This design comes from an exercise in tuning for small area on the open sky130 flow, not from production work. In this exercise RTL edits were held to simulation tests only and were not proved equivalent to the original. No activity file was given, so power comes from the tool's default toggle rates.

==> flow/design.v <==
module game_vga(
	clk,
	reset,
	board1,board2,
	p1_win,p2_win,draw,
	end_of_active_frame,
	end_of_frame,divcntr,
	vga_blank,
	vga_c_sync,
	vga_h_sync,
	vga_v_sync,
	vga_data_enable,
	vga_red,
	vga_green,
	vga_blue
);
input			clk;
input			reset;
input	[9:1]	board1,board2;
input			p1_win,p2_win,draw;
output			divcntr;
output			end_of_active_frame;
output			end_of_frame;
output			vga_blank;
output			vga_c_sync;
output			vga_h_sync;
output			vga_v_sync;
output			vga_data_enable;
output	[7:0]	vga_red;
output	[7:0]	vga_green;
output	[7:0]	vga_blue;
wire [9:0] px, ln;
wire dv;
vga_timing tim(.clk(clk), .reset(reset), .px(px), .ln(ln), .dv(dv),
	.end_of_active_frame(end_of_active_frame), .end_of_frame(end_of_frame),
	.vga_blank(vga_blank), .vga_c_sync(vga_c_sync), .vga_h_sync(vga_h_sync),
	.vga_v_sync(vga_v_sync), .vga_data_enable(vga_data_enable));
assign divcntr = dv;
wire act_h = px < 10'd640;
wire act_v = ln < 10'd480;
wire col0 = px < 10'd212;
wire col2 = px >= 10'd429;
wire row0 = ln < 10'd160;
wire row2 = ln >= 10'd320;
wire col1 = ~col0 & ~col2;
wire row1 = ~row0 & ~row2;
wire [9:1] cs = {row2 & col2, row2 & col1, row2 & col0, row1 & col2, row1 & col1, row1 & col0,
                   row0 & col2, row0 & col1, row0 & col0};
wire pic_h = (px >= 10'd61 && px <= 10'd110) | (px >= 10'd301 && px <= 10'd350) | (px >= 10'd551 && px <= 10'd600);
wire pic_v = (ln >= 10'd41 && ln <= 10'd90) | (ln >= 10'd221 && ln <= 10'd270) | (ln >= 10'd381 && ln <= 10'd430);
wire in_pic = pic_h & pic_v;
wire sep_h = (px >= 10'd211 && px <= 10'd216) | (px >= 10'd424 && px <= 10'd429);
wire sep_v = (ln >= 10'd158 && ln <= 10'd163) | (ln >= 10'd318 && ln <= 10'd323);
wire grid = (px >= 10'd211 && px <= 10'd215) | (px >= 10'd424 && px <= 10'd428) |
            (ln >= 10'd158 && ln <= 10'd162) | (ln >= 10'd318 && ln <= 10'd322);
wire px0 = px == 10'd0;
wire ln0 = ln == 10'd0;
wire in1 = ~sep_h & ~sep_v & ~(px0 & ~row0);
wire in2 = ~sep_v & (~sep_h | (px == 10'd429 & row2)) & ~(px0 & ~row0) & ~ln0;
wire b1 = |(board1 & cs);
wire b2 = |(board2 & cs);
wire b2any = |board2;
wire p1 = p1_win & b2any;
wire p2 = p2_win & ~p1_win & b2any;
wire [9:1] enx = {9{dv & in_pic}} & cs & (board1 | {4'b0, p1, 4'b0});
wire [9:1] eno = {9{dv & in_pic}} & cs & (board2 | {4'b0, p2, 4'b0});
wire bitx, bito;
x_counters xc_i(.clk(clk), .reset(reset), .sel(cs), .en(enx), .bit_out(bitx));
o_counters oc_i(.clk(clk), .reset(reset), .sel(cs), .en(eno), .bit_out(bito));
reg cw, cg;
always @(posedge clk) begin
	if (reset) begin
		cw <= 1'b0;
		cg <= 1'b0;
	end else if (dv) begin
		if (!(act_h & act_v)) begin
			cw <= 1'b0;
			cg <= 1'b0;
		end else if (b2any & (p1_win | p2_win | draw)) begin
			cw <= p1_win ? (cs[5] & in_pic & bitx) : p2_win ? (cs[5] & in_pic & bito) : 1'b1;
			cg <= 1'b1;
		end else if (b2 & in2) begin
			cw <= in_pic & bito;
			cg <= 1'b1;
		end else if (b1 & in1) begin
			cw <= in_pic & bitx;
			cg <= 1'b1;
		end else begin
			cw <= grid;
			cg <= grid;
		end
	end
end
wire [7:0] col = {cw, cw, cw, cg, cg, cw, cw, cg};
assign vga_red   = col;
assign vga_green = col;
assign vga_blue  = col;
endmodule
module vga_timing(
	input clk, input reset,
	output [9:0] px, output reg [9:0] ln, output dv,
	output end_of_active_frame, output end_of_frame,
	output vga_blank, output vga_c_sync, output vga_h_sync, output vga_v_sync,
	output vga_data_enable
);
reg [10:0] h;
reg pr;		 
wire h_last  = h[10] & h[9] & (&h[5:0]);
wire ln_last = ln[9] & ln[3] & ln[2];
always @(posedge clk) begin
	if (reset)
		h <= 11'd1561;
	else
		h <= h_last ? 11'd0 : h + 11'd1;
	if (reset | h_last)
		ln <= reset ? 10'd524 : ln_last ? 10'd0 : ln + 10'd1;
	pr <= reset | (pr & h[0]);
end
assign px = h[10:1];
assign dv = ~h[0];
assign end_of_frame        = ln_last & (h[10:1] == 10'd799);
assign end_of_active_frame = (ln == 10'd479) & (h[10:1] == 10'd639);
wire hs = h >= 11'd1313 && h <= 11'd1504;
wire vs = (h == 11'd0) ? (ln >= 10'd491 && ln <= 10'd492) : (ln >= 10'd490 && ln <= 10'd491);
wire den = (ln < 10'd480) & (h >= 11'd1) & (h <= 11'd1280);
assign vga_h_sync = ~hs;
assign vga_v_sync = ~vs;
assign vga_c_sync = ~(hs ^ vs);
assign vga_data_enable = den;
assign vga_blank = den | pr;
endmodule
module x_counters(
	input clk, input reset, input [9:1] sel, input [9:1] en, output bit_out
);
reg [11:0] q [1:9];
reg [11:0] s;
integer i;
always @* begin
	s = 12'd0;
	for (i = 1; i <= 9; i = i + 1)
		s = s | (q[i] & {12{sel[i]}});
end
wire [5:0] sr = s[11:6];
wire [5:0] sc = s[5:0];
wire rl = sr[5] & sr[4] & sr[0];	 
wire cl = sc[5] & sc[4] & sc[0];
wire [6:0] d = {1'b0, sc} - {1'b0, sr};
wire [6:0] t = {1'b0, sc} + {1'b0, sr};
assign bit_out = rl ? ((sc == 6'd1) | (sc == 6'd48)) :
	((sr != 6'd0) & (sc != 6'd0) & ((d <= 7'd2) | (t >= 7'd48 && t <= 7'd50)));
wire [5:0] nc = cl ? 6'd0 : sc + 6'd1;
wire [5:0] nr = cl ? (rl ? 6'd0 : sr + 6'd1) : sr;
wire [11:0] nq = reset ? {6'd49, 6'd49} : {nr, nc};
genvar k;
generate
for (k = 1; k <= 9; k = k + 1) begin : cnt
	always @(posedge clk)
		if (reset | en[k]) q[k] <= nq;
end
endgenerate
endmodule
module o_counters(
	input clk, input reset, input [9:1] sel, input [9:1] en, output bit_out
);
reg [11:0] q [1:9];
reg [11:0] s;
integer i;
always @* begin
	s = 12'd0;
	for (i = 1; i <= 9; i = i + 1)
		s = s | (q[i] & {12{sel[i]}});
end
wire [5:0] sr = s[11:6];
wire [5:0] sc = s[5:0];
function oring(input [4:0] a, input [4:0] b);
	begin
		case (a)
		5'd0, 5'd1, 5'd2, 5'd3, 5'd4, 5'd5: oring = b >= 15 && b <= 17;
		5'd6, 5'd7:  oring = b >= 14 && b <= 16;
		5'd8:  oring = b >= 13 && b <= 16;
		5'd9:  oring = b >= 13 && b <= 15;
		5'd10: oring = b >= 12 && b <= 14;
		5'd11: oring = b >= 11 && b <= 14;
		5'd12: oring = b >= 10 && b <= 13;
		5'd13: oring = b >= 8 && b <= 12;
		5'd14: oring = b >= 6 && b <= 11;
		5'd15: oring = b <= 9;
		5'd16: oring = b <= 8;
		5'd17: oring = b <= 5;
		default: oring = 1'b0;
		endcase
	end
endfunction
wire rl = ~sr[5] & sr[4] & sr[3] & sr[0];	 
wire cl = ~sc[5] & sc[4] & sc[3] & sc[0];
assign bit_out = oring(sr[4:0], sc[4:0]) | (rl & ~sc[5] & sc[4] & sc[3] & ~sc[0]);
function [5:0] fstep(input [5:0] v);
	reg [4:0] y, t;
	integer j;
	begin
		y = v[4:0] ^ {5{v[5]}};
		t[0] = 1'b1;
		for (j = 1; j < 5; j = j + 1) t[j] = t[j-1] & y[j-1];
		if (v[5])
			fstep = (v[4:1] == 4'd0) ? 6'd0 : {1'b1, v[4:0] ^ t};
		else
			fstep = (v[4] & v[3] & v[0]) ? {1'b1, 5'd24} : {1'b0, v[4:0] ^ t};
	end
endfunction
wire [5:0] nc = fstep(sc);
wire [5:0] nr = cl ? fstep(sr) : sr;
wire [11:0] nq = reset ? {6'd25, 6'd25} : {nr, nc};
genvar k;
generate
for (k = 1; k <= 9; k = k + 1) begin : cnt
	always @(posedge clk)
		if (reset | en[k]) q[k] <= nq;
end
endgenerate
endmodule
==> flow/run.sh <==
#!/bin/bash
# synth_recipe.tcl (not shown) runs the flow's synth.tcl, then flattens the netlist and writes it again
# the make line also repeats each setting of config.mk as NAME=value (left out here)
make -C /OpenROAD-flow-scripts/flow DESIGN_CONFIG=/design/flow/config.mk WORK_HOME=/design/flow/orfs CLKGATE_MAP_FILE= SYNTH_SCRIPT=/design/flow/synth_recipe.tcl finish
==> flow/config.mk <==
export PLATFORM = sky130hd
export DESIGN_NAME = game_vga
export DESIGN_NICKNAME = game_vga
export VERILOG_FILES = /design/flow/design.v
export SDC_FILE = /design/flow/constraint.sdc
export NUM_CORES = 4
export LEC_CHECK = 0
export CAP_MARGIN = 0
export CORE_MARGIN = 2
export CORE_UTILIZATION = 70
export CTS_BUF_LIST = sky130_fd_sc_hd__clkbuf_16
export CTS_CLUSTER_DIAMETER = 100
export CTS_CLUSTER_SIZE = 22
export SLEW_MARGIN = 0
==> flow/constraint.sdc <==
create_clock -name core_clock -period 10.0 [get_ports {clk}]
set_input_delay 2.0000 -clock core_clock [delete_from_list [all_inputs] [get_ports {clk}]]
set_output_delay 2.0000 -clock core_clock [all_outputs]
set_load 0.01 [all_outputs]
==> results of run 1 <==
-- logic make-up (layout without fill, tap and decap cells) --
group                    after synthesis  count (layout)
XOR/XNOR                              24              24
flip-flops                           240             240
AND/OR/NAND/NOR                      267             267
adder cells (fa/ha/maj)               27              27
AO/OA/AOI/OAI                        295             295
multiplexers                           5               5
buffers and inverters                125             122
-- layer usage --
metal / GRT usage (%) / part of all wire, %
met4: 10.36 / 2.5
met3: 5.218 / 13
met5: 0 / 0
met2: 53.95 / 47
met1: 51.04 / 37
-- sequential cells by signal, summed over array words and instances (netlist names) --
register / cells
cw: 1
tim.ln: 10
oc_i.q: 108
tim.pr: 1
cg: 1
tim.h: 11
xc_i.q: 108
-- how the worst max path moves through the flow --
stage / to / startpoint / slack [ps] / depth (start not counted)
3_3_place_gp: cw / tim.ln[7] / 4890 / 17
6_report: cw / tim.ln[7] / 4390 / 19
2_1_floorplan: cw / tim.ln[7] / 5640 / 21
3_5_place_dp: cw / tim.ln[7] / 4600 / 19
4_1_cts: vga_c_sync / tim.h[7] / 4450 / 8
5_1_grt: cw / tim.ln[7] / 4080 / 17
-- where the power goes --
part	switching (W)	total, W	internal, W
Clock	0.000328	0.000609	0.000281
Sequential	0.0000404	0.00126	0.00122
Combinational	0.000244	0.000374	0.000129
Total	0.000613	0.00224	0.00163
-- area by class of cell --
type	count	area [um2]
fill	1039	3846
tap	220	275.3
clock inverter	8	52.55
inverter	28	105.1
multi-input combinational	618	4317
sequential	240	7067
timing repair buffer	71	663.1
clock buffer	15	375.4
-- metrics by stage --
stage	total power, W	std cells
floorplan	0.001529	983
global placement	0.001615	1177
detailed placement	0.001638	1177
CTS	0.002228	1200
global route	0.002312	1200
finish	0.002242	1200
-- layout by cell type, fill, tap and decap left out, types with 7 or more instances in the layout --
master	count
clkbuf_16	15
nand4_1	8
nor3b_1	29
xor2_1	7
xnor2_1	17
nor4_1	10
o21bai_1	13
ha_1	24
o211ai_1	8
buf_4	17
edfxtp_1	226
nand2_1	45
a41o_1	14
a22oi_1	7
a22o_1	26
nand3_1	40
inv_1	31
o21ai_0	62
nor2_1	61
a21o_1	8
a222oi_1	47
nand2b_1	9
clkdlybuf4s50_1	53
o221ai_1	15
a21oi_1	33
dfxtp_1	14
nor3_1	26
and3_1	9
-- critical path, stage by stage (launching register included) --
cell and delay, ps:
edfxtp_1 640, nor3b_2 340, a31oi_4 50, buf_4 300, nor2_4 190, buf_4 580, a222oi_1 270, o22a_1 240
o21ai_1 380, inv_1 160, ha_1 270, fa_1 390, xor2_1 170, a221oi_1 230, a41oi_1 170, a311o_1 340
mux2_2 290, o21ai_1 210, o32ai_1 120, a21oi_1 170
==> flow_summary.json, run 1 <==
{
  "pre_cts_ws_ps": 4604,
  "synth_cells": 983,
  "clock.fmax_ghz": 0.1781,
  "cts_hold_buf": 0,
  "die_x_um": 135.0,
  "ir_drop_mv": 0.1573,
  "fin_nets": 1023,
  "first_global_vias": 8566,
  "yosys_warnings": 6,
  "synth_top_area_cell": "edfxtp_1",
  "whs_path_depth": 1,
  "dpl_cell_area_mm2": 0.01243,
  "post_cts_buffers": 0,
  "leakagePower_nw": 4.331,
  "ios": 55,
  "skew_ps": 20.44,
  "cts_sinks": 240,
  "cp_max_fo": 52,
  "synth_fa_ha_area_share_pct": 2.915,
  "period_needed_ps": 5614,
  "synth_top_family_by_area": "compound AO/OA/AOI/OAI gates",
  "fin_area_mm2": 0.01285,
  "area_growth_pct": 6.965,
  "via_count": 8994,
  "routed_wl_mm": 31.19,
  "ys_types": 76,
  "synth.most_common_cell": "edfxtp_1",
  "r2r_start": "tim.ln[7]",
  "synth_edf_count": 226,
  "async_flop_share_pct": 0,
  "grt_max_degree": 71,
  "clkTransAtPathRegs_ps": 100,
  "status": "no timing/DRC/antenna violations",
  "tightest_slew_ps": 985.8,
  "post_synth.cell_area_avg_um2": 12.23,
  "critPathKind": "register to register",
  "hp-start": "tim.pr",
  "antenna_found_initial": 0,
  "gp_congestion": 1.047,
  "drive_gt1_share_pct": 6.735,
  "synth_seq_cells": 240,
  "timing.final.ws_setup_ps": 4386,
  "grt_usage_pct": 34.52,
  "cp.required_ps": 10440,
  "drc": 0,
  "cts_resized": 0,
  "muxShareOfSynthArea_pct": 0.4581,
  "hpwl_mm": 19.12,
  "rsz0062_at_grt": "false",
  "hold_viol": 0,
  "htree_num_levels": 1,
  "r2r_cells": 19,
  "finalSetupViolCount": 0,
  "cap_violations": 0,
  "wl_per_cell_um": 25.99,
  "initial_utilization_pct": 71.96,
  "min_to": "tim.pr",
  "cts-buffers-inserted": 15,
  "synth_ff_type": "edfxtp_1",
  "fin_util_pct": 76.97,
  "yosys.area.top_type_share_pct": 56.47,
  "synth_area_mm2": 0.01202,
  "fin_crit_sh_pct": 56.14,
  "overflow": 0,
  "worstHoldPathType": "register to register",
  "tns_ps": 0,
  "core-area_mm2": 0.01670,
  "worst_setup_path_start_kind": "register",
  "antenna_cells": 0,
  "clk_path_buf_depth": 3,
  "synthTopCellsByCount": "edfxtp_1 (226), o21ai_0 (62), nor2_1 (61)",
  "synth_area_leaders": "edfxtp_1 (56%), a222oi_1 (3.9%), o21ai_0 (2.6%)",
  "yosysSeqAreaShare_pct": 58.80,
  "rows": 47,
  "synth-simple-area-share_pct": 11.89,
  "cp_data_arrival_time_ps": 6050,
  "rr_endpoint": "cw",
  "worst-r2r-setup-slack_ps": 4390,
  "portBuffers": 54,
  "relSlewSlack_pct": 33.59,
  "detail_route.first_pass.iterations": 10,
  "synth-compound-area-share_pct": 18.90,
  "drt-initial-drc-count": 2036,
  "ant_nets": 0,
  "design.die.area_mm2": 0.01823,
  "synthXorXnorAreaFrac_pct": 1.749,
  "maxSlewViolCount": 0,
  "clock_latency_ps": 500,
  "grt_pass1_wl_mm": 48.62,
  "fp.dieH_um": 135.0,
  "cts_tree": "done",
  "critPathCaptureType": "register",
  "vias_per_cell": 7.495,
  "cts_root_buf": "clkbuf_16",
  "power_density_mw_per_mm2": 174.4,
  "hold_ws_ps": 466.9
}
==> inputs of run 2 (changes only) <==
--- a/flow/config.mk
+++ b/flow/config.mk
@@ -11,4 +11,4 @@
 export CTS_BUF_LIST = sky130_fd_sc_hd__clkbuf_16
 export CTS_CLUSTER_DIAMETER = 100
-export CTS_CLUSTER_SIZE = 22
+export CTS_CLUSTER_SIZE = 30
 export SLEW_MARGIN = 0
==> run 2 against run 1 <==
  * Still clean
  * Via count fell by 0.53%
  * Global-route usage fell by 0.82 points
  * Synthesized cell count did not move
  * Sequential share of layout area rose by 0.096 points
  * Register-to-register slack improved by 30 ps
  * Critical path depth fell by 2
  * Fmax rose by 0.54%
  * Utilization fell by 0.13 points
  * Sequential cell count did not move
  * Critical path type unchanged
  * Highest routed layer unchanged
==> flow_summary.json, run 2 <==
{
  "via_count": 8946,
  "rsz0062_at_grt": "false",
  "critPathCaptureType": "register",
  "ios": 55,
  "synth_top_area_cell": "edfxtp_1",
  "antenna_found_initial": 0,
  "status": "no timing/DRC/antenna violations",
  "cts_tree": "done",
  "rows": 47,
  "final_common_cell": "edfxtp_1",
  "cap_violations": 0,
  "worst-r2r-setup-slack_ps": 4420,
  "yosys_warnings": 6,
  "clock_latency_ps": 500,
  "worst_setup_path_start_kind": "register",
  "finalSetupViolCount": 0,
  "die_x_um": 135.0,
  "overflow": 0,
  "synth_edf_count": 226,
  "relSlewSlack_pct": 29.24,
  "reg_top3": "oc_i.q (108), xc_i.q (108), tim.h (11)",
  "final_cell_mix": "edfxtp_1 (226), o21ai_0 (62), nor2_1 (61), clkdlybuf4s50_1 (53), a222oi_1 (47)",
  "cts_sinks": 240,
  "yosysSeqAreaShare_pct": 58.80,
  "post_cts_buffers": 0,
  "ys_types": 76,
  "r2r_cells": 17,
  "wl_per_cell_um": 25.37,
  "critPathKind": "register to register",
  "grt_pass1_wl_mm": 47.40,
  "pwr-share-comb_pct": 16.7,
  "multi_input_area_mm2": 0.004317,
  "cp-startpoint": "tim.ln[7]",
  "area_growth_pct": 6.778,
  "synth_cells": 983,
  "min_to": "tim.pr",
  "whs_path_depth": 1,
  "synth.most_common_cell": "edfxtp_1",
  "worstHoldPathType": "register to register",
  "cp_data_arrival_time_ps": 6010,
  "num-fill-cells": 1040,
  "hold_viol": 0,
  "cp_max_fo": 54,
  "clkTransAtPathRegs_ps": 110,
  "synthTopCellsByCount": "edfxtp_1 (226), o21ai_0 (62), nor2_1 (61)",
  "fp.dieH_um": 135.0,
  "htree_num_levels": 1,
  "synth_area_mm2": 0.01202,
  "synth_seq_cells": 240,
  "cts_hold_buf": 0,
  "tightest_slew_ps": 1055,
  "seq_area_mm2": 0.007067,
  "power_frac_seq_pct": 56.8,
  "detail_route.first_pass.iterations": 8,
  "drive_gt1_share_pct": 6.667,
  "ant_nets": 0,
  "clk_path_buf_depth": 3,
  "hp-start": "tim.pr",
  "skew_ps": 25.50,
  "rr_endpoint": "cw",
  "fin_nets": 1021,
  "drt-initial-drc-count": 1842,
  "vias_per_cell": 7.486,
  "cts_root_buf": "clkbuf_16",
  "core-area_mm2": 0.01670,
  "tns_ps": 0,
  "portBuffers": 54,
  "fin_crit_sh_pct": 55.84,
  "grt_max_degree": 71,
  "fin_util_pct": 76.84,
  "cp.required_ps": 10420,
  "initial_utilization_pct": 71.96,
  "netSwitchingFraction_pct": 27.61,
  "routed_wl_mm": 30.32,
  "final_cells": 1195,
  "ir_drop_mv": 0.1956,
  "first_global_vias": 8456,
  "clock.fmax_ghz": 0.1791,
  "p_switching_w": 0.0006115,
  "power_density_mw_per_mm2": 172.6,
  "post_synth.cell_area_avg_um2": 12.23,
  "maxSlewViolCount": 0,
  "hpwl_mm": 19.12,
  "yosys.area.top_type_share_pct": 56.47,
  "dp.cells": 1177,
  "synth_area_leaders": "edfxtp_1 (56%), a222oi_1 (3.9%), o21ai_0 (2.6%)",
  "synth_ff_type": "edfxtp_1",
  "async_flop_share_pct": 0,
  "r2r_start": "tim.ln[7]",
  "grt_usage_pct": 33.70,
  "cts_resized": 0,
  "drc": 0,
  "design.die.area_mm2": 0.01823,
  "cts-buffers-inserted": 13,
  "gp_congestion": 1.047,
  "antenna_cells": 0,
  "power.internal_w": 0.001603,
  "period_needed_ps": 5584,
  "leakagePower_nw": 4.301,
  "clkPwrFrac_pct": 26.5
}
[run 2: cell counts after synthesis]
No cell type changed its count.
[run 2: logic make-up (layout without fill, tap and decap cells)]
logic type                 Yosys count  in the layout  synth area share (%)
AOI/OAI and AO/OA                  295            295                 18.90
adders and majority gates           27             27                 2.915
and+or+nand+nor                    267            267                 11.89
buffers and inverters              125            117                 5.289
DFF                                240            240                 58.80
xor gates and xnor gates            24             24                 1.749
muxes                                5              5                0.4581
[run 2: metal layers]
metal	vias to the layer above	GRT usage, %	routed length (um)
li1	3850	-	-
met1	4249	50.43	11460
met2	774	52.45	14050
met3	73	4.617	4152
met4	0	9.954	652
met5	-	0	0
[run 2: layout make-up]
| class | count | share of cell area [%] |
|---|---|---|
| clock inverters | 5 | 0.6240 |
| inverters | 28 | 0.8190 |
| well taps | 220 | 2.145 |
| multi-input cells | 618 | 33.64 |
| flip-flops and latches | 240 | 55.07 |
| repair buffers | 71 | 5.168 |
| clock buffers | 13 | 2.535 |
[run 2: worst max-delay path by stage]
stage / endpoint / slack [ps] / depth (start not counted)
after global routing: cw / 4080 / 17
after detailed placement: cw / 4600 / 19
after global placement: cw / 4890 / 17
after floorplan: cw / 5640 / 21
final: cw / 4420 / 17
after CTS: vga_c_sync / 4460 / 8
[run 2: metrics by stage]
| stage | hold WS, ps | worst slack (ps) | total power [W] | instance area (um2) |
|---|---|---|---|---|
| after floorplan | 423.0 | 5644 | 0.001529 | 12020 |
| after global placement | 432.4 | 4891 | 0.001615 | 12430 |
| after detailed placement | 446.1 | 4604 | 0.001638 | 12430 |
| after CTS | 472.1 | 4459 | 0.002206 | 12830 |
| after global routing | 487.6 | 4079 | 0.002290 | 12830 |
| final | 474.0 | 4416 | 0.002215 | 12830 |
[run 2: worst max-delay path, cell delays in order, from the launching register on]
cell and delay (ps):
edfxtp_1 720, o21a_1 230, or2_2 500, buf_4 610
a222oi_1 220, o22a_1 240, o21ai_1 400, inv_1 170
ha_1 280, fa_1 390, xor2_1 170, a221oi_1 230
a41oi_1 180, a311o_1 340, mux2_2 290, o21ai_1 210
o32ai_1 120, a21oi_1 180
[run 2: power groups by stage]
stage	Combinational [W]	Sequential, W	Clock (W)
after detailed placement	0.000359	0.00128	0
after global routing	0.000403	0.00127	0.000621
final	0.000371	0.00126	0.000586
after CTS	0.000361	0.00126	0.000589
after floorplan	0.000271	0.00126	0
after global placement	0.000343	0.00127	0
==> inputs of run 3 (changes only) <==
==> flow/flow/run.sh (new file) <==
#!/bin/bash
# Standard layout, with two changes: the port buffers are the smallest
# buffer cell, and clock tree synthesis uses larger sink clusters and no
# dummy loads. Each tool's output goes to a log file in this folder.
set -euo pipefail
export BUFFER_PORTS_ARGS="-buffer_cell sky130_fd_sc_hd__buf_1"
export CTS_ARGS="-sink_clustering_enable -repair_clock_nets -sink_clustering_size 30 -sink_clustering_max_diameter 100 -buf_list sky130_fd_sc_hd__clkbuf_16 -dont_use_dummy_load"
bash standard.sh finish > standard.log 2>&1
==> flow/standard.sh (new file) <==
#!/bin/bash
# synth_recipe.tcl (not shown) runs the flow's synth.tcl, then flattens the netlist and writes it again
# the make line also repeats each setting of config.mk as NAME=value (left out here)
make -C /OpenROAD-flow-scripts/flow DESIGN_CONFIG=/design/flow/config.mk WORK_HOME=/design/flow/orfs CLKGATE_MAP_FILE= SYNTH_SCRIPT=/design/flow/synth_recipe.tcl "${@:-finish}"
--- a/flow/config.mk
+++ b/flow/config.mk
@@ -9,6 +9,3 @@
 export CORE_MARGIN = 2
 export CORE_UTILIZATION = 70
-export CTS_BUF_LIST = sky130_fd_sc_hd__clkbuf_16
-export CTS_CLUSTER_DIAMETER = 100
-export CTS_CLUSTER_SIZE = 30
 export SLEW_MARGIN = 0
removed: flow/run.sh
==> run 3 against run 2 <==
  * Still clean
  * Global-route usage decreased by 0.99 points
  * Non-clock buffer count is the same
  * Power fell by 4.0%
  * Sequential cell count unchanged
  * Routed wire length fell by 2.3%
  * Utilization is 2.6 points lower
==> flow_summary.json, run 3 <==
{
  "antenna_found_initial": 0,
  "worstHoldPathType": "register to register",
  "synth_ff_type": "edfxtp_1",
  "cp_max_fo": 34,
  "cts-buffers-inserted": 12,
  "rr_endpoint": "cw",
  "rsz0062_at_grt": "false",
  "fp.dieH_um": 135.0,
  "post_synth.cell_area_avg_um2": 12.23,
  "cp_data_arrival_time_ps": 6170,
  "final_cells": 1189,
  "clkTransAtPathRegs_ps": 110,
  "critPathKind": "register to register",
  "grt_max_degree": 83,
  "tightest_slew_ps": 1086,
  "cts_tree": "done",
  "synth_area_mm2": 0.01202,
  "r2r_cells": 19,
  "dp.cells": 1177,
  "ant_nets": 0,
  "hold_viol": 0,
  "dpl_cell_area_mm2": 0.01210,
  "routed_wl_mm": 29.63,
  "period_needed_ps": 5793,
  "wl_per_cell_um": 24.92,
  "synth_top_area_cell": "edfxtp_1",
  "status": "no timing/DRC/antenna violations",
  "yosys.area.top_type_share_pct": 56.47,
  "fin_crit_sh_pct": 57.93,
  "async_flop_share_pct": 0,
  "synth.most_common_cell": "edfxtp_1",
  "clock.fmax_ghz": 0.1726,
  "tns_ps": 0,
  "clock_latency_ps": 490,
  "first_global_vias": 8252,
  "final_cell_mix": "edfxtp_1 (226), o21ai_0 (62), nor2_1 (61), buf_1 (53), a222oi_1 (47)",
  "grt_usage_pct": 32.71,
  "cts_hold_buf": 0,
  "post_cts_buffers": 0,
  "grt_pass1_wl_mm": 45.83,
  "maxSlewViolCount": 0,
  "initial_utilization_pct": 71.96,
  "rows": 47,
  "cts_root_buf": "clkbuf_16",
  "gp_congestion": 0.9694,
  "antenna_cells": 0,
  "hp-start": "tim.pr",
  "hold_ws_ps": 482.3,
  "worst-r2r-setup-slack_ps": 4210,
  "cap_violations": 0,
  "synth_area_leaders": "edfxtp_1 (56%), a222oi_1 (3.9%), o21ai_0 (2.6%)",
  "design.die.area_mm2": 0.01823,
  "min_to": "tim.pr",
  "power_density_mw_per_mm2": 171.5,
  "core-area_mm2": 0.01670,
  "drc": 0,
  "detail_route.first_pass.iterations": 8,
  "r2r_start": "tim.ln[7]",
  "yosys_warnings": 6,
  "leakagePower_nw": 4.121,
  "cp.required_ps": 10380,
  "cts_sinks": 240,
  "portBuffers": 54,
  "relSlewSlack_pct": 26.82,
  "die_x_um": 135.0,
  "finalSetupViolCount": 0,
  "fin_util_pct": 74.22,
  "skew_ps": 43.60,
  "fin_nets": 1020,
  "clk_path_buf_depth": 3,
  "synth_cells": 983,
  "via_count": 8770,
  "overflow": 0,
  "synth_edf_count": 226,
  "fin_area_mm2": 0.01240,
  "ir_drop_mv": 0.1770,
  "area_growth_pct": 3.144,
  "htree_num_levels": 1,
  "critPathCaptureType": "register",
  "cts_resized": 0,
  "whs_path_depth": 1,
  "vias_per_cell": 7.376,
  "final_common_cell": "edfxtp_1",
  "drt-initial-drc-count": 1308,
  "ios": 55,
  "synth_seq_cells": 240,
  "hpwl_mm": 18.49,
  "reg_top3": "oc_i.q (108), xc_i.q (108), tim.h (11)",
  "ys_types": 76,
  "synthTopCellsByCount": "edfxtp_1 (226), o21ai_0 (62), nor2_1 (61)",
  "yosysSeqAreaShare_pct": 58.80,
  "drive_gt1_share_pct": 6.089,
  "worst_setup_path_start_kind": "register"
}
## run 3: cell counts after synthesis
Identical to the previous run, type by type.
## run 3: kinds of logic after synthesis
kind of cell	after synthesis	synth area share [%]
DFF	240	58.80
and+or+nand+nor	267	11.89
buffers and inverters	125	5.289
AOI/OAI and AO/OA	295	18.90
adders and majority gates	27	2.915
muxes	5	0.4581
xor gates and xnor gates	24	1.749
## run 3: metal layers
| metal | vias to the layer above | part of all wire (%) | GRT usage (%) |
|---|---|---|---|
| met5 | - | 0 | 0 |
| met4 | 0 | 2.3 | 10.88 |
| met3 | 65 | 12 | 5.105 |
| met2 | 634 | 45 | 50.17 |
| met1 | 4236 | 40 | 48.64 |
| li1 | 3835 | - | - |
## run 3: how the worst max path moves through the flow
stage | slack, ps | from | cells past startpoint | end
floorplan | 5640 | tim.ln[7] | 21 | cw
global placement | 4660 | tim.ln[7] | 19 | cw
detailed placement | 4410 | tim.ln[7] | 19 | cw
CTS | 4370 | tim.ln[7] | 19 | cw
global route | 3970 | tim.ln[7] | 19 | cw
finish | 4210 | tim.ln[7] | 19 | cw
## run 3: layout make-up
cell class	instances	area, um2
Clock buffer	12	300.3
Inverter	28	105.1
Fill cell	1100	4305
Sequential cell	240	7067
Timing Repair Buffer	71	331.6
Tap cell	220	275.3
Multi-Input combinational cell	618	4317
## run 3: per-stage QoR
stage | setup slack (ps) | power, W
floorplan | 5644 | 0.001529
global placement | 4664 | 0.001610
detailed placement | 4409 | 0.001628
CTS | 4370 | 0.002115
global route | 3968 | 0.002193
finish | 4207 | 0.002125
## run 3: power by group
group | switching, W | internal [W] | leakage [nW]
sequential | 0.0000378 | 0.00122 | 2.27
clock | 0.000291 | 0.000217 | 0.148
combinational | 0.000238 | 0.000122 | 1.70
total | 0.000567 | 0.00156 | 4.12
## run 3: worst max-delay path, cell delays in order, from the launching register on
cell	delay [ps]
edfxtp_1	630
nor3b_2	330
a31oi_4	40
buf_4	290
nor2_4	490
buf_4	490
a222oi_1	180
o22a_1	250
o21ai_1	390
inv_1	170
ha_1	280
fa_1	390
xor2_1	170
a221oi_1	230
a41oi_1	180
a311o_1	340
mux2_2	310
o21ai_1	210
o32ai_1	120
a21oi_1	180
==> inputs of run 4 (changes only) <==
==> flow/flow/run.sh (replaced) <==
#!/bin/bash
# Standard layout, with two changes: the port buffers are the smallest
# buffer cell, and clock tree synthesis uses larger sink clusters and no
# dummy loads. Each tool's output goes to a log file in this folder.
set -euo pipefail
export BUFFER_PORTS_ARGS="-buffer_cell sky130_fd_sc_hd__buf_1"
export CTS_ARGS="-sink_clustering_enable -repair_clock_nets -sink_clustering_size ${CTS_SIZE:-20} -sink_clustering_max_diameter ${CTS_DIAM:-80} -buf_list sky130_fd_sc_hd__clkbuf_16 -dont_use_dummy_load"
bash standard.sh finish > standard.log 2>&1
==> run 4 against run 3 <==
  * Sequential share of layout area decreased by 0.46 points
  * Clock-buffer cell count increased by 4
  * Die area unchanged
  * Sequential cell count unchanged
  * Non-clock buffer count unchanged
  * Clock skew decreased by 6.3 ps
  * First-iteration DRC count increased by 12%
  * Critical path depth unchanged
  * Hold slack got worse by 12 ps
  * Synthesized cell count unchanged
  * Fmax increased by 0.23%
  * Setup slack improved by 13 ps
  * Critical endpoint unchanged
==> flow_summary.json, run 4 <==
{
  "synth_area_mm2": 0.01202,
  "yosys.area.top_type_share_pct": 56.47,
  "grt_usage_pct": 33.13,
  "skew_ps": 37.35,
  "async_flop_share_pct": 0,
  "grt_pass1_wl_mm": 46.32,
  "yosysSeqAreaShare_pct": 58.80,
  "initial_utilization_pct": 71.96,
  "ys_types": 76,
  "worst-r2r-setup-slack_ps": 4220,
  "clock_latency_ps": 490,
  "drc": 0,
  "cts_tree": "done",
  "pre_cts_ws_ps": 4409,
  "ios": 55,
  "cts_root_buf": "clkbuf_16",
  "clock.fmax_ghz": 0.1730,
  "gp_congestion": 0.9694,
  "synth_edf_count": 226,
  "finalSetupViolCount": 0,
  "dpl_cell_area_mm2": 0.01210,
  "area_growth_pct": 3.977,
  "netSwitchingFraction_pct": 26.24,
  "die_x_um": 135.0,
  "synth_ff_type": "edfxtp_1",
  "via_count": 8788,
  "cp_max_fo": 34,
  "tns_ps": 0,
  "ant_nets": 0,
  "antenna_cells": 0,
  "synth_area_leaders": "edfxtp_1 (56%), a222oi_1 (3.9%), o21ai_0 (2.6%)",
  "reg_top3": "oc_i.q (108), xc_i.q (108), tim.h (11)",
  "fin_util_pct": 74.82,
  "clk_path_buf_depth": 3,
  "hold_viol": 0,
  "final_common_cell": "edfxtp_1",
  "final_cell_mix": "edfxtp_1 (226), o21ai_0 (62), nor2_1 (61), buf_1 (53), a222oi_1 (47)",
  "leakagePower_nw": 4.170,
  "power_density_mw_per_mm2": 176.6,
  "timing.final.ws_setup_ps": 4220,
  "power_frac_seq_pct": 57.1,
  "critPathKind": "register to register",
  "r2r_start": "tim.ln[6]",
  "fp.dieH_um": 135.0,
  "synth_top_area_cell": "edfxtp_1",
  "cp.required_ps": 10410,
  "cap_violations": 0,
  "drt-initial-drc-count": 1470,
  "fin_area_mm2": 0.01250,
  "synthTopCellsByCount": "edfxtp_1 (226), o21ai_0 (62), nor2_1 (61)",
  "ir_drop_mv": 0.1717,
  "wl_per_cell_um": 25.29,
  "rows": 47,
  "hpwl_mm": 18.49,
  "portBuffers": 54,
  "vias_per_cell": 7.366,
  "critPathMaxStageDelay_ps": 690,
  "pwr-share-comb_pct": 16.4,
  "htree_num_levels": 1,
  "r2r_cells": 19,
  "synth_cells": 983,
  "period_needed_ps": 5780,
  "routed_wl_mm": 30.17,
  "cts_resized": 0,
  "overflow": 0,
  "cp-startpoint": "tim.ln[6]",
  "drive_gt1_share_pct": 6.475,
  "post_cts_buffers": 0,
  "detail_route.first_pass.iterations": 7,
  "first_global_vias": 8258,
  "fin_nets": 1024,
  "grt_max_degree": 83,
  "synth_seq_cells": 240,
  "tightest_slew_ps": 1169,
  "cts_sinks": 240,
  "relSlewSlack_pct": 21.24,
  "crit_chain": "or2_4 -> a31oi_4 -> buf_4 -> nor2_4 -> buf_4 -> a222oi_1 -> o22a_1 -> o21ai_1 -> inv_1 -> ha_1 -> fa_1 -> xor2_1 -> a221oi_1 -> a41oi_1 -> a311o_1 -> mux2_2 -> o21ai_1 -> o32ai_1 -> a21oi_1",
  "status": "no timing/DRC/antenna violations",
  "clkPwrFrac_pct": 26.5,
  "antenna_found_initial": 0,
  "worst_setup_path_start_kind": "register",
  "design.die.area_mm2": 0.01823,
  "clkTransAtPathRegs_ps": 90,
  "worstHoldPathType": "register to register",
  "yosys_warnings": 6,
  "maxSlewViolCount": 0,
  "p_switching_w": 0.0005790,
  "power.internal_w": 0.001627,
  "slowest_stage": "edfxtp_1",
  "core-area_mm2": 0.01670,
  "rr_endpoint": "cw",
  "setup.worst_path.end": "cw",
  "synth.most_common_cell": "edfxtp_1",
  "cts-buffers-inserted": 16,
  "fin_crit_sh_pct": 57.80,
  "cp_data_arrival_time_ps": 6190,
  "rsz0062_at_grt": "false",
  "post_synth.cell_area_avg_um2": 12.23,
  "hold_ws_ps": 469.9,
  "cts_hold_buf": 0,
  "critPathCaptureType": "register"
}
[run 4: cell counts after synthesis]
No cell type changed its count.
[run 4: layer usage]
| metal | vias up | global-route usage, % | routed length (um) | part of all wire (%) |
|---|---|---|---|---|
| li1 | 3849 | - | - | - |
| met1 | 4213 | 49.00 | 12040 | 40 |
| met2 | 637 | 50.85 | 13480 | 45 |
| met3 | 89 | 5.593 | 3726 | 12 |
| met4 | 0 | 10.94 | 920 | 3.0 |
| met5 | - | 0 | 0 | 0 |
[run 4: cells by family (layout without fill, tap and decap cells)]
| family | after synthesis | in the layout | synth area share [%] |
|---|---|---|---|
| AO/OA/AOI/OAI | 295 | 295 | 18.90 |
| XOR/XNOR | 24 | 24 | 1.749 |
| adder cells (fa/ha/maj) | 27 | 27 | 2.915 |
| buffers and inverters | 125 | 115 | 5.289 |
| flip-flops | 240 | 240 | 58.80 |
| multiplexers | 5 | 5 | 0.4581 |
| AND/OR/NAND/NOR | 267 | 267 | 11.89 |
[run 4: how the worst min path moves through the flow]
stage | slack, ps | cells past startpoint | from | endpoint
final | 470 | 1 | tim.pr | tim.pr
after global routing | 490 | 1 | tim.pr | tim.pr
after detailed placement | 450 | 1 | tim.pr | tim.pr
after floorplan | 420 | 1 | tim.pr | tim.pr
after CTS | 470 | 1 | tim.pr | tim.pr
after global placement | 430 | 1 | tim.pr | tim.pr
[run 4: area by class of cell]
| type | count | area, um2 |
|---|---|---|
| sequential | 240 | 7067 |
| fill | 1083 | 4205 |
| inverter | 28 | 105.1 |
| clock buffer | 16 | 400.4 |
| timing repair buffer | 71 | 331.6 |
| multi-input combinational | 618 | 4317 |
| tap | 220 | 275.3 |
[run 4: power groups by stage]
stage / clock, W / combinational [W] / sequential (W)
6_report: 0.000585 / 0.000363 / 0.00126
5_1_grt: 0.000617 / 0.000394 / 0.00127
4_1_cts: 0.000589 / 0.000352 / 0.00126
3_5_place_dp: 0 / 0.000349 / 0.00128
3_3_place_gp: 0 / 0.000339 / 0.00127
2_1_floorplan: 0 / 0.000271 / 0.00126
[run 4: metrics by stage]
| step | std cells | total power [W] |
|---|---|---|
| after floorplan | 983 | 0.001529 |
| after global placement | 1177 | 0.001610 |
| after detailed placement | 1177 | 0.001628 |
| after CTS | 1193 | 0.002198 |
| after global routing | 1193 | 0.002277 |
| final | 1193 | 0.002206 |
[run 4: worst max-delay path, delay by kind of cell, from the launching register on]
family | cells | cell delay [ps]
flops | 1 | 690
buf+inv | 3 | 930
compound gates | 10 | 2180
simple gates | 2 | 720
mux | 1 | 310
xor+xnor | 1 | 170
fa+ha+maj | 2 | 670
==> inputs of run 5 (changes only) <==
==> flow/flow/run.sh (replaced) <==
#!/bin/bash
# The standard layout with these changes:
#  - synthesis maps logic with an area-oriented ABC script (flow/area.abc);
#  - every port still gets a buffer, but the smallest buffer cell;
#  - clock tree synthesis uses larger sink clusters and no dummy loads.
# The make output goes to standard.log here; each ORFS step keeps its own
# log under orfs/logs.
set -euo pipefail
W=$PWD
export AREA_ABC_SCRIPT=$W/flow/area.abc
export FLOW_SYNTH_TCL=$W/synth_recipe.tcl
export REMOVE_ABC_BUFFERS=1
export BUFFER_PORTS_ARGS="-buffer_cell sky130_fd_sc_hd__buf_1"
export CTS_ARGS="-sink_clustering_enable -repair_clock_nets -sink_clustering_size 26 -sink_clustering_max_diameter 90 -buf_list sky130_fd_sc_hd__clkbuf_16 -dont_use_dummy_load"
sed "s#SYNTH_SCRIPT=[^ ]*#SYNTH_SCRIPT=$W/flow/synth_area.tcl#" standard.sh > std_area.sh
grep -q "SYNTH_SCRIPT=$W/flow/synth_area.tcl" std_area.sh
bash std_area.sh finish > standard.log 2>&1
==> flow/flow/area.abc (new file) <==
strash
dch -f
amap -m
&get -n
&st
&dch -f
&nf -R 1000
&put
topo
stime -c
==> flow/flow/synth_area.tcl (new file) <==
# The standard flow's synthesis script, with ABC's technology mapping run on an
# area-oriented script (flow/area.abc) in place of ORFS's speed script.
# Registers are mapped before ABC runs, so they are the same as the standard flow's.
proc abc {args} {
  set i [lsearch -exact $args -script]
  if { $i >= 0 } { lset args [expr {$i + 1}] $::env(AREA_ABC_SCRIPT) }
  yosys abc {*}$args
}
source $::env(FLOW_SYNTH_TCL)
--- a/flow/config.mk
+++ b/flow/config.mk
@@ -9,3 +9,4 @@
 export CORE_MARGIN = 2
 export CORE_UTILIZATION = 70
+export GPL_TIMING_DRIVEN = 0
 export SLEW_MARGIN = 0
==> run 5 against run 4 <==
  * First-iteration DRC count down 0.41%
  * Via count fell by 7.3%
  * Fmax is 12% lower
  * Critical path depth rose by 6
  * Clock power down 12%
  * Final area shrank 6.0%
  * Final cell count down 4.8%
  * Largest cell class unchanged
==> flow_summary.json, run 5 <==
{
  "leakagePower_nw": 3.801,
  "critPathCaptureType": "register",
  "pre_cts_ws_ps": 3614,
  "period_needed_ps": 6603,
  "clkTransAtPathRegs_ps": 100,
  "antenna_cells": 0,
  "fin_crit_sh_pct": 66.03,
  "synth_edf_count": 226,
  "power.internal_w": 0.001556,
  "rows": 45,
  "overflow": 0,
  "htree_num_levels": 1,
  "gp_congestion": 0.9653,
  "power_density_mw_per_mm2": 178.4,
  "clock_latency_ps": 490,
  "power_frac_seq_pct": 60.6,
  "synthTopCellsByCount": "edfxtp_1 (226), nand2_1 (105), nor2_1 (71)",
  "status": "no timing/DRC/antenna violations",
  "skew_ps": 65.43,
  "grt_max_degree": 39,
  "first_global_vias": 7646,
  "worst_setup_path_start_kind": "register",
  "fin_util_pct": 76.66,
  "grt_pass1_wl_mm": 41.71,
  "cts_root_buf": "clkbuf_16",
  "ys_types": 55,
  "drc": 0,
  "worstHoldPathType": "register to register",
  "drive_gt1_share_pct": 2.919,
  "final_common_cell": "edfxtp_1",
  "fin_area_mm2": 0.01174,
  "drt-initial-drc-count": 1464,
  "initial_utilization_pct": 72.01,
  "vias_per_cell": 7.172,
  "post_cts_buffers": 0,
  "cts_sinks": 240,
  "grt_usage_pct": 33.03,
  "yosysSeqAreaShare_pct": 64.08,
  "maxSlewViolCount": 0,
  "cap_violations": 0,
  "yosys_warnings": 6,
  "timing.final.ws_setup_ps": 3397,
  "hold_viol": 0,
  "cts_hold_buf": 0,
  "wl_per_cell_um": 24.30,
  "area_growth_pct": 6.456,
  "critPathKind": "register to register",
  "via_count": 8147,
  "synth_ff_type": "edfxtp_1",
  "die_x_um": 129.5,
  "tightest_slew_ps": 1274,
  "worst-r2r-setup-slack_ps": 3400,
  "ios": 55,
  "cts_tree": "done",
  "cp_max_fo": 26,
  "synth_area_leaders": "edfxtp_1 (62%), a222oi_1 (5.6%), nand2_1 (3.6%)",
  "ir_drop_mv": 0.1745,
  "async_flop_share_pct": 0,
  "core-area_mm2": 0.01531,
  "ant_nets": 0,
  "cp.required_ps": 10410,
  "cts-buffers-inserted": 13,
  "post_synth.cell_area_avg_um2": 12.55,
  "fin_nets": 976,
  "yosys.area.top_type_share_pct": 61.54,
  "synth_top_area_cell": "edfxtp_1",
  "portBuffers": 54,
  "fp.dieH_um": 129.5,
  "clock.fmax_ghz": 0.1514,
  "design.die.area_mm2": 0.01677,
  "cts_resized": 0,
  "reg_top3": "oc_i.q (108), xc_i.q (108), tim.h (11)",
  "finalSetupViolCount": 0,
  "rsz0062_at_grt": "false",
  "pwr-share-comb_pct": 14.9,
  "antenna_found_initial": 0,
  "clk_path_buf_depth": 3,
  "dpl_cell_area_mm2": 0.01141,
  "num-fill-cells": 999,
  "relSlewSlack_pct": 14.54,
  "netSwitchingFraction_pct": 25.71,
  "clkPwrFrac_pct": 24.5,
  "final_cell_mix": "edfxtp_1 (226), nand2_1 (105), nor2_1 (62), a222oi_1 (62), buf_1 (54)",
  "synth_seq_cells": 240,
  "cp_data_arrival_time_ps": 7020,
  "tns_ps": 0,
  "synth_cells": 879,
  "synth.most_common_cell": "edfxtp_1",
  "p_switching_w": 0.0005385,
  "synth_area_mm2": 0.01103,
  "routed_wl_mm": 27.60,
  "hpwl_mm": 17.45,
  "detail_route.first_pass.iterations": 7
}
[run 5: layout make-up]
class	count	area, um2	share of cell area, %
flip-flops and latches	240	7067	60.19
multi-input cells	589	3749	31.93
clock buffers	13	325.3	2.771
well taps	211	264.0	2.249
repair buffers	57	237.7	2.025
inverters	26	97.59	0.8313
[run 5: final timing paths]
check                               from  endpoint  depth (start not counted)
worst min register to register    tim.pr    tim.pr                          2
worst max-delay path            tim.h[7]        cw                         25
worst max register to register  tim.h[7]        cw                         25
worst min-delay path              tim.pr    tim.pr                          2
[run 5: layer usage]
layer,wire length [um],vias up,global-route usage [%]
met5,0,-,0
li1,-,3596,-
met3,2925,96,3.799
met4,772,0,10.75
met2,13500,584,55.23
met1,10400,3871,46.15
[run 5: worst max-delay path, stage by stage, from the launching register on]
cell and delay [ps]:
dfxtp_1 640, nand3b_1 220, or4b_1 160, o221a_1 570, nand2_1 340, nor2_4 780, a222oi_1 260, nand3_1 160
a221o_1 400, clkinv_1 220, ha_1 270, fa_1 380, xor2_1 170, a21oi_1 110, o21ai_0 90, a2111oi_0 330
nor2_1 110, a31oi_1 180, a21oi_1 110, a31oi_1 340, a21oi_1 130, nor3_1 190, a31oi_1 60, nand2_1 100
o211ai_1 80, a21oi_1 140
[run 5: power groups by stage]
stage / Sequential (W) / Combinational, W / Clock [W]
2_1_floorplan: 0.00128 / 0.000211 / 0
3_3_place_gp: 0.00128 / 0.000287 / 0
3_5_place_dp: 0.00129 / 0.000300 / 0
4_1_cts: 0.00127 / 0.000301 / 0.000517
5_1_grt: 0.00128 / 0.000338 / 0.000548
6_report: 0.00127 / 0.000312 / 0.000513
[run 5: cells by family (layout without fill, tap and decap cells)]
kind of cell             after synthesis  after routing  synth area share [%]
AO/OA/AOI/OAI                        218            218                 14.69
XOR/XNOR                              24             24                 1.906
adder cells (fa/ha/maj)               27             27                 3.177
buffers and inverters                 50             96                 2.519
flip-flops                           240            240                 64.08
multiplexers                           1              1               0.09077
AND/OR/NAND/NOR                      319            319                 13.54
[run 5: stage by stage]
stage | std cells | hold WS (ps) | power, W
5_1_grt | 1136 | 490.9 | 0.002164
2_1_floorplan | 855 | 420.0 | 0.001487
6_report | 1136 | 462.1 | 0.002094
3_5_place_dp | 1122 | 438.9 | 0.001591
3_3_place_gp | 1120 | 430.7 | 0.001570
4_1_cts | 1135 | 457.2 | 0.002086
==> inputs of run 6 (changes only) <==
--- a/flow/flow/run.sh
+++ b/flow/flow/run.sh
@@ -10,5 +10,4 @@
 export AREA_ABC_SCRIPT=$W/flow/area.abc
 export FLOW_SYNTH_TCL=$W/synth_recipe.tcl
-export REMOVE_ABC_BUFFERS=1
 export BUFFER_PORTS_ARGS="-buffer_cell sky130_fd_sc_hd__buf_1"
 export CTS_ARGS="-sink_clustering_enable -repair_clock_nets -sink_clustering_size 26 -sink_clustering_max_diameter 90 -buf_list sky130_fd_sc_hd__clkbuf_16 -dont_use_dummy_load"
--- a/flow/config.mk
+++ b/flow/config.mk
@@ -8,5 +8,4 @@
 export CAP_MARGIN = 0
 export CORE_MARGIN = 2
-export CORE_UTILIZATION = 70
-export GPL_TIMING_DRIVEN = 0
+export CORE_UTILIZATION = 60
 export SLEW_MARGIN = 0
==> run 6 against run 5 <==
  * Hold slack improved by 5.4 ps
  * Sequential cell count is the same
  * Register-to-register slack improved by 560 ps
  * Clock power is 2% higher
  * Fmax rose by 9.3%
  * Clock-buffer cell count is the same
  * Critical endpoint unchanged
  * Highest routed layer unchanged
==> flow_summary.json, run 6 <==
{
  "hold_ws_ps": 467.6,
  "synth-compound-area-share_pct": 14.69,
  "die_x_um": 139.6,
  "clk_path_buf_depth": 3,
  "cts_resized": 0,
  "clock_latency_ps": 490,
  "wl_per_cell_um": 25.02,
  "cp_max_fo": 13,
  "final_cell_mix": "edfxtp_1 (226), nand2_1 (105), nor2_1 (62), a222oi_1 (62), buf_1 (54)",
  "finalSetupViolCount": 0,
  "period_needed_ps": 6039,
  "yosysSeqAreaShare_pct": 64.08,
  "area_growth_pct": 6.875,
  "cp_data_arrival_time_ps": 6460,
  "grt_usage_pct": 29.51,
  "clkTransAtPathRegs_ps": 100,
  "num-fill-cells": 1373,
  "synth_area_mm2": 0.01103,
  "status": "no timing/DRC/antenna violations",
  "rsz0062_at_grt": "false",
  "path_common_cell": "a21oi_1",
  "fin_area_mm2": 0.01179,
  "synth_area_leaders": "edfxtp_1 (62%), a222oi_1 (5.6%), nand2_1 (3.6%)",
  "ant_nets": 0,
  "detail_route.first_pass.iterations": 10,
  "gp_congestion": 0.9484,
  "muxShareOfSynthArea_pct": 0.09076,
  "portBuffers": 54,
  "reg_top3": "oc_i.q (108), xc_i.q (108), tim.h (11)",
  "fin_nets": 986,
  "synthXorXnorAreaFrac_pct": 1.906,
  "antenna_found_initial": 0,
  "critPathMaxStageDelay_ps": 680,
  "hold_viol": 0,
  "clock.fmax_ghz": 0.1656,
  "cts_tree": "done",
  "htree_num_levels": 1,
  "yosys_warnings": 6,
  "yosys.area.top_type_share_pct": 61.54,
  "synth_top_area_cell": "edfxtp_1",
  "drt-initial-drc-count": 1329,
  "final_cells": 1164,
  "cts_sinks": 240,
  "synth_seq_cells": 240,
  "initial_utilization_pct": 61.18,
  "skew_ps": 60.95,
  "cts_root_buf": "clkbuf_16",
  "first_global_vias": 7764,
  "drc": 0,
  "core-area_mm2": 0.01802,
  "power_density_mw_per_mm2": 179.1,
  "critPathKind": "register to register",
  "final_common_cell": "edfxtp_1",
  "synth-simple-area-share_pct": 13.54,
  "synth_top_family_by_area": "compound AO/OA/AOI/OAI gates",
  "design.die.area_mm2": 0.01948,
  "fin_util_pct": 65.39,
  "ios": 55,
  "post_cts_buffers": 0,
  "async_flop_share_pct": 0,
  "fp.dieH_um": 139.6,
  "synth.most_common_cell": "edfxtp_1",
  "fin_crit_sh_pct": 60.39,
  "synthTopCellsByCount": "edfxtp_1 (226), nand2_1 (105), nor2_1 (71)",
  "antenna_cells": 0,
  "via_count": 8070,
  "cp.required_ps": 10420,
  "critPathCaptureType": "register",
  "relSlewSlack_pct": 15.08,
  "synth_fa_ha_area_share_pct": 3.177,
  "dpl_cell_area_mm2": 0.01146,
  "ir_drop_mv": 0.2323,
  "drive_gt1_share_pct": 3.850,
  "cts_hold_buf": 0,
  "dp.cells": 1151,
  "worst_setup_path_start_kind": "register",
  "grt_pass1_wl_mm": 44.29,
  "tns_ps": 0,
  "hpwl_mm": 19.12,
  "worstHoldPathType": "register to register",
  "synth_ff_type": "edfxtp_1",
  "vias_per_cell": 6.933,
  "tightest_slew_ps": 1266,
  "overflow": 0,
  "slowest_stage": "nor2_2",
  "synth_cells": 879,
  "leakagePower_nw": 3.844,
  "rows": 49,
  "grt_max_degree": 34,
  "maxSlewViolCount": 0,
  "cap_violations": 0,
  "ys_types": 55,
  "routed_wl_mm": 29.12,
  "cts-buffers-inserted": 13,
  "post_synth.cell_area_avg_um2": 12.55,
  "synth_edf_count": 226
}
run 6: critical path, delay by kind of cell, from the launching register on:
kind / cells / cell delay (ps)
flip-flops: 1 / 470
buffers and inverters: 1 / 180
AO/OA/AOI/OAI: 13 / 2410
XOR/XNOR: 1 / 170
adder cells (fa/ha/maj): 2 / 640
AND/OR/NAND/NOR: 8 / 2150
run 6: report_power, final:
part / internal, W / switching [W]
Clock: 0.000234 / 0.000287
Sequential: 0.00123 / 0.0000379
Combinational: 0.0000929 / 0.000227
run 6: per-layer routing:
layer  wire [um]  up-vias  GRT usage, %
li1            -     3613             -
met1       10950     3910         40.51
met2       14580      485         49.77
met3        2899       62         4.405
met4         695        0         8.421
met5           0        -             0
run 6: through the flow:
stage / total power (W) / setup slack (ps)
global placement: 0.001587 / 4304
global route: 0.002188 / 3697
floorplan: 0.001487 / 4628
CTS: 0.002111 / 4127
detailed placement: 0.001603 / 4092
finish: 0.002111 / 3961
run 6: cell families after synthesis:
kind of cell,Yosys count
AOI/OAI and AO/OA,218
xor gates and xnor gates,24
adders and majority gates,27
buffers and inverters,50
DFF,240
muxes,1
and+or+nand+nor,319
run 6: worst paths after layout:
| check | start | to | slack (ps) | cells after the start |
|---|---|---|---|---|
| worst min-delay path | tim.pr | tim.pr | 470 | 2 |
| worst min register to register | tim.pr | tim.pr | 470 | 2 |
| worst max-delay path | tim.h[9] | cw | 3960 | 25 |
| worst max register to register | tim.h[9] | cw | 3960 | 25 |
run 6: area by class of cell:
type                       instances  area, um2  area share (%)
inverter                          26      97.59          0.8280
multi-input combinational        589       3710           31.48
clock buffer                      13      325.3           2.760
tap                              229      286.5           2.431
timing repair buffer              67      300.3           2.548
sequential                       240       7067           59.96
==> inputs of run 7 (changes only) <==
--- a/flow/config.mk
+++ b/flow/config.mk
@@ -8,4 +8,4 @@
 export CAP_MARGIN = 0
 export CORE_MARGIN = 2
-export CORE_UTILIZATION = 60
+export CORE_UTILIZATION = 80
 export SLEW_MARGIN = 0
==> run 7 against run 6 <==
  * Non-clock buffer count up 1
  * Final cell count down 4.5%
  * Sequential share of layout area up 0.33 points
  * Hold slack worse by 12 ps
  * Via count up 13%
  * Clock-buffer cell count unchanged
  * Global-route usage up 17 points
  * Critical endpoint unchanged
==> flow_summary.json, run 7 <==
{
  "status": "no timing/DRC/antenna violations",
  "rsz0062_at_grt": "false",
  "drc": 0,
  "cts_resized": 0,
  "post_cts_buffers": 0,
  "cts-buffers-inserted": 13,
  "hold_ws_ps": 455.7,
  "cts_root_buf": "clkbuf_16",
  "final_cell_mix": "edfxtp_1 (226), nand2_1 (105), nor2_1 (62), a222oi_1 (62), buf_1 (54)",
  "seq_area_mm2": 0.007067,
  "first_global_vias": 8730,
  "cp.required_ps": 10420,
  "synth_top_area_cell": "edfxtp_1",
  "grt_pass1_wl_mm": 50.19,
  "cts_sinks": 240,
  "async_flop_share_pct": 0,
  "synth_area_leaders": "edfxtp_1 (62%), a222oi_1 (5.6%), nand2_1 (3.6%)",
  "multi_input_area_mm2": 0.003706,
  "core-area_mm2": 0.01335,
  "worstHoldPathType": "register to register",
  "num-fill-cells": 569,
  "ir_drop_mv": 0.1797,
  "area_growth_pct": 6.285,
  "synth.most_common_cell": "edfxtp_1",
  "gp_congestion": 0.9932,
  "wl_per_cell_um": 29.74,
  "finalSetupViolCount": 0,
  "critPathCaptureType": "register",
  "synthTopCellsByCount": "edfxtp_1 (226), nand2_1 (105), nor2_1 (71)",
  "period_needed_ps": 6904,
  "clkTransAtPathRegs_ps": 110,
  "hold_viol": 0,
  "portBuffers": 54,
  "fin_area_mm2": 0.01172,
  "power_density_mw_per_mm2": 184.3,
  "die_x_um": 121.4,
  "hpwl_mm": 20.32,
  "synth_edf_count": 226,
  "final_common_cell": "edfxtp_1",
  "cp_max_fo": 15,
  "fin_crit_sh_pct": 69.04,
  "cts_tree": "done",
  "drive_gt1_share_pct": 3.846,
  "overflow": 0,
  "cts_hold_buf": 0,
  "maxSlewViolCount": 0,
  "clock.fmax_ghz": 0.1448,
  "initial_utilization_pct": 82.62,
  "skew_ps": 50.84,
  "antenna_found_initial": 0,
  "post_synth.cell_area_avg_um2": 12.55,
  "critPathKind": "register to register",
  "routed_wl_mm": 33.07,
  "via_count": 9107,
  "grt_usage_pct": 46.56,
  "ys_types": 55,
  "yosys.area.top_type_share_pct": 61.54,
  "antenna_cells": 0,
  "fin_nets": 987,
  "tightest_slew_ps": 1053,
  "yosys_warnings": 6,
  "rows": 42,
  "htree_num_levels": 1,
  "cap_violations": 0,
  "drt-initial-drc-count": 2340,
  "synth_seq_cells": 240,
  "cp_data_arrival_time_ps": 7330,
  "detail_route.first_pass.iterations": 19,
  "synth_ff_type": "edfxtp_1",
  "synth_cells": 879,
  "ios": 55,
  "reg_top3": "oc_i.q (108), xc_i.q (108), tim.h (11)",
  "relSlewSlack_pct": 29.06,
  "design.die.area_mm2": 0.01474,
  "synth_area_mm2": 0.01103,
  "vias_per_cell": 8.190,
  "yosysSeqAreaShare_pct": 64.08,
  "clock_latency_ps": 480,
  "clk_path_buf_depth": 3,
  "fp.dieH_um": 121.4,
  "ant_nets": 0,
  "grt_max_degree": 39,
  "dpl_cell_area_mm2": 0.01139,
  "leakagePower_nw": 3.847,
  "tns_ps": 0,
  "worst_setup_path_start_kind": "register"
}
-- run 7: through the flow --
| stage | total power, W | setup WS (ps) | std cells | utilization [%] |
|---|---|---|---|---|
| floorplan | 0.001487 | 4628 | 879 | - |
| global placement | 0.001573 | 4260 | 1098 | 85.34 |
| detailed placement | 0.001613 | 3689 | 1098 | 85.34 |
| CTS | 0.002121 | 3474 | 1111 | 87.78 |
| global route | 0.002200 | 3000 | 1112 | 87.81 |
| finish | 0.002161 | 3096 | 1112 | 87.81 |
-- run 7: area by class of cell --
type	instances	share of cell area (%)
sequential	240	60.29
multi-input combinational	589	31.62
clock buffer	13	2.775
timing repair buffer	68	2.605
tap	176	1.879
inverter	26	0.8326
-- run 7: final timing paths --
path                                from  endpoint  slack, ps  cells past startpoint
worst max-delay path            tim.h[9]        cw       3100                     26
worst min-delay path              tim.pr    tim.pr        460                      2
worst max register to register  tim.h[9]        cw       3100                     26
worst min register to register    tim.pr    tim.pr        460                      2
-- run 7: logic make-up (layout without fill, tap and decap cells) --
family	Yosys count	after routing	synth area share [%]
AOI/OAI and AO/OA	218	218	14.69
xor gates and xnor gates	24	24	1.906
adders and majority gates	27	27	3.177
buffers and inverters	50	107	2.519
DFF	240	240	64.08
muxes	1	1	0.09077
and+or+nand+nor	319	319	13.54
-- run 7: report_power, final --
part	internal, W	leakage [nW]	total (W)	switching [W]
logic	0.0000944	1.42	0.000352	0.000258
registers	0.00123	2.27	0.00128	0.0000507
clock network	0.000234	0.160	0.000525	0.000290
-- run 7: routing by layer --
metal / GRT usage (%) / share of wire [%] / routed length [um] / vias up
met5: 0 / 0 / 0 / -
met4: 30.24 / 9.0 / 2982 / 0
met3: 13.49 / 17 / 5516 / 296
met2: 71.42 / 45 / 14780 / 1106
met1: 58.46 / 30 / 9796 / 4094
li1: - / - / - / 3611
-- run 7: worst max-delay path, stage by stage (launching register included) --
cell and delay [ps]:
dfxtp_1 490, nor2b_1 220, nand3b_1 150, or4b_1 570
o221a_1 430, nor2_2 680, buf_4 370, a222oi_1 130
nand3_1 130, a221o_1 340, clkinv_1 240, ha_1 290
fa_1 390, xor2_1 180, a21oi_1 190, o21ai_0 150
a2111oi_0 340, nor2_1 150, a31oi_1 170, a21oi_1 110
a31oi_1 340, a21oi_1 130, nor3_1 230, a31oi_1 60
nand2_1 110, o211ai_1 100, a21oi_1 160
==> inputs of run 8 (changes only) <==
--- a/flow/flow/run.sh
+++ b/flow/flow/run.sh
@@ -11,5 +11,5 @@
 export FLOW_SYNTH_TCL=$W/synth_recipe.tcl
 export BUFFER_PORTS_ARGS="-buffer_cell sky130_fd_sc_hd__buf_1"
-export CTS_ARGS="-sink_clustering_enable -repair_clock_nets -sink_clustering_size 26 -sink_clustering_max_diameter 90 -buf_list sky130_fd_sc_hd__clkbuf_16 -dont_use_dummy_load"
+export CTS_ARGS="-sink_clustering_enable -repair_clock_nets -sink_clustering_size 30 -sink_clustering_max_diameter 100 -buf_list sky130_fd_sc_hd__clkbuf_16 -dont_use_dummy_load"
 sed "s#SYNTH_SCRIPT=[^ ]*#SYNTH_SCRIPT=$W/flow/synth_area.tcl#" standard.sh > std_area.sh
 grep -q "SYNTH_SCRIPT=$W/flow/synth_area.tcl" std_area.sh
--- a/flow/config.mk
+++ b/flow/config.mk
@@ -8,4 +8,4 @@
 export CAP_MARGIN = 0
 export CORE_MARGIN = 2
-export CORE_UTILIZATION = 80
+export CORE_UTILIZATION = 70
 export SLEW_MARGIN = 0
==> run 8 against run 7 <==
  * Still clean
  * Clock skew decreased by 27 ps
  * Power down 4.5%
  * Non-clock buffer count fell by 1
  * Via count down 9.7%
  * Final cell count up 2.9%
  * Synthesized cell count stayed put
  * Hold slack improved by 21 ps
  * Sequential cell count stayed put
  * Utilization fell by 11 points
  * Clock power is 9.7% lower
  * Critical endpoint unchanged
  * Highest routed layer unchanged
==> flow_summary.json, run 8 <==
{
  "relSlewSlack_pct": 7.811,
  "yosysSeqAreaShare_pct": 64.08,
  "power_frac_seq_pct": 61.6,
  "worst_setup_path_start_kind": "register",
  "cts-buffers-inserted": 11,
  "core-area_mm2": 0.01531,
  "synth_top_area_cell": "edfxtp_1",
  "synth_ff_type": "edfxtp_1",
  "gp_congestion": 1.072,
  "grt_pass1_wl_mm": 43.90,
  "tns_ps": 0,
  "vias_per_cell": 7.192,
  "yosys.area.top_type_share_pct": 61.54,
  "dpl_cell_area_mm2": 0.01144,
  "hold_viol": 0,
  "synth_edf_count": 226,
  "fin_nets": 984,
  "r2r_start": "tim.h[5]",
  "ys_types": 55,
  "rsz0062_at_grt": "false",
  "synth_cells": 879,
  "overflow": 0,
  "design.die.area_mm2": 0.01677,
  "clock.fmax_ghz": 0.1712,
  "ir_drop_mv": 0.1346,
  "cts_hold_buf": 0,
  "cp.required_ps": 10410,
  "final_cell_mix": "edfxtp_1 (226), nand2_1 (105), nor2_1 (62), a222oi_1 (62), buf_1 (54)",
  "power.internal_w": 0.001524,
  "async_flop_share_pct": 0,
  "tightest_slew_ps": 1371,
  "grt_max_degree": 34,
  "power_density_mw_per_mm2": 176.1,
  "worstHoldPathType": "register to register",
  "drc": 0,
  "antenna_cells": 0,
  "ant_nets": 0,
  "path_delay_family": "compound AO/OA/AOI/OAI gates",
  "htree_num_levels": 1,
  "status": "no timing/DRC/antenna violations",
  "path_common_cell": "a21oi_1",
  "synth.most_common_cell": "edfxtp_1",
  "grt_usage_pct": 34.78,
  "num-fill-cells": 980,
  "clkPwrFrac_pct": 23.0,
  "drive_gt1_share_pct": 3.644,
  "pwr-share-comb_pct": 15.4,
  "critPathCaptureType": "register",
  "netSwitchingFraction_pct": 26.10,
  "final_common_cell": "edfxtp_1",
  "wl_per_cell_um": 25.00,
  "cts_root_buf": "clkbuf_16",
  "cap_violations": 0,
  "ios": 55,
  "routed_wl_mm": 28.60,
  "seq_area_mm2": 0.007067,
  "hpwl_mm": 18.44,
  "initial_utilization_pct": 72.01,
  "fin_area_mm2": 0.01171,
  "period_needed_ps": 5840,
  "die_x_um": 129.5,
  "critPathMaxStageDelay_ps": 710,
  "area_growth_pct": 6.217,
  "via_count": 8228,
  "fp.dieH_um": 129.5,
  "p_switching_w": 0.0005385,
  "synth_area_mm2": 0.01103,
  "leakagePower_nw": 3.820,
  "critPathKind": "register to register",
  "clkTransAtPathRegs_ps": 120
}
run 8: power by group through the flow:
stage	Sequential, W	Combinational [W]	Clock [W]
final	0.00127	0.000317	0.000474
after global routing	0.00128	0.000347	0.000505
after CTS	0.00127	0.000310	0.000474
after detailed placement	0.00129	0.000307	0
after global placement	0.00128	0.000297	0
after floorplan	0.00128	0.000211	0
run 8: final timing paths:
check / slack [ps] / cells past startpoint / endpoint
max reg2reg: 4160 / 26 / cw
min reg2reg: 480 / 2 / tim.pr
max: 4160 / 26 / cw
min: 480 / 2 / tim.pr
run 8: final cells by class:
type | count | share of cell area (%)
Timing Repair Buffer | 67 | 2.564
Multi-Input combinational cell | 589 | 31.67
Sequential cell | 240 | 60.33
Inverter | 26 | 0.8332
Tap cell | 211 | 2.254
Clock buffer | 11 | 2.350
run 8: kinds of logic after synthesis:
group | count (synthesis) | share of synthesized area [%]
DFF | 240 | 64.08
xor gates and xnor gates | 24 | 1.906
and+or+nand+nor | 319 | 13.54
buffers and inverters | 50 | 2.519
AOI/OAI and AO/OA | 218 | 14.69
muxes | 1 | 0.09077
adders and majority gates | 27 | 3.177
run 8: worst reg2reg max path, delay by kind of cell, from the launching register on:
family,cells,cell delay (ps)
compound gates,15,2700
xor+xnor,1,170
fa+ha+maj,2,640
buf+inv,2,550
flops,1,710
simple gates,6,1010
run 8: layer usage:
metal | GRT usage, % | vias up | part of all wire [%]
li1 | - | 3602 | -
met1 | 46.53 | 3916 | 37
met2 | 58.85 | 615 | 49
met3 | 4.294 | 95 | 10
met4 | 14.04 | 0 | 4.1
met5 | 0 | - | 0
run 8: metrics by stage:
stage / power [W] / cells / util, % / setup slack (ps) / hold slack [ps]
floorplan: 0.001487 / 879 / - / 4628 / 420.0
global placement: 0.001581 / 1133 / 74.69 / 4550 / 448.8
detailed placement: 0.001599 / 1133 / 74.69 / 4339 / 461.0
CTS: 0.002053 / 1144 / 76.49 / 4301 / 478.7
global route: 0.002130 / 1144 / 76.49 / 3694 / 528.7
finish: 0.002063 / 1144 / 76.49 / 4160 / 477.1

-- port drivers added, routing unchanged --
The results above use ideal ports. As a check the final layouts listed here were re-extracted and re-timed, cells and wires unchanged. Step 1 sets driving cells, clkbuf_16 on the clock port and buf_2 on the other inputs (assumed; they add their load-dependent delay and slew). Step 2, shift: input delay + t, output delay - t, t = (earliest + latest rising clock arrival at the registers) / 2. This alone moves slack from input paths to output paths. a / b / c = ideal / step 1 / step 2; a / b = the first two.
| run | t, ns | slack for setup (ns) |
|---|---|---|
| run 1 | 0.531 | 4.386 / 4.386 / 4.386 |
| run 2 | 0.534 | 4.416 / 4.416 / 4.416 |
| run 3 | 0.510 | 4.207 / 4.207 / 4.207 |
| run 4 | 0.516 | 4.220 / 4.220 / 4.220 |
| run 5 | 0.497 | 3.397 / 3.397 / 3.397 |
| run 6 | 0.502 | 3.961 / 3.961 / 3.961 |
| run 7 | 0.502 | 3.096 / 3.096 / 3.096 |
| run 8 | 0.498 | 4.160 / 4.160 / 4.160 |
After both steps setup and hold are still met in every run listed.
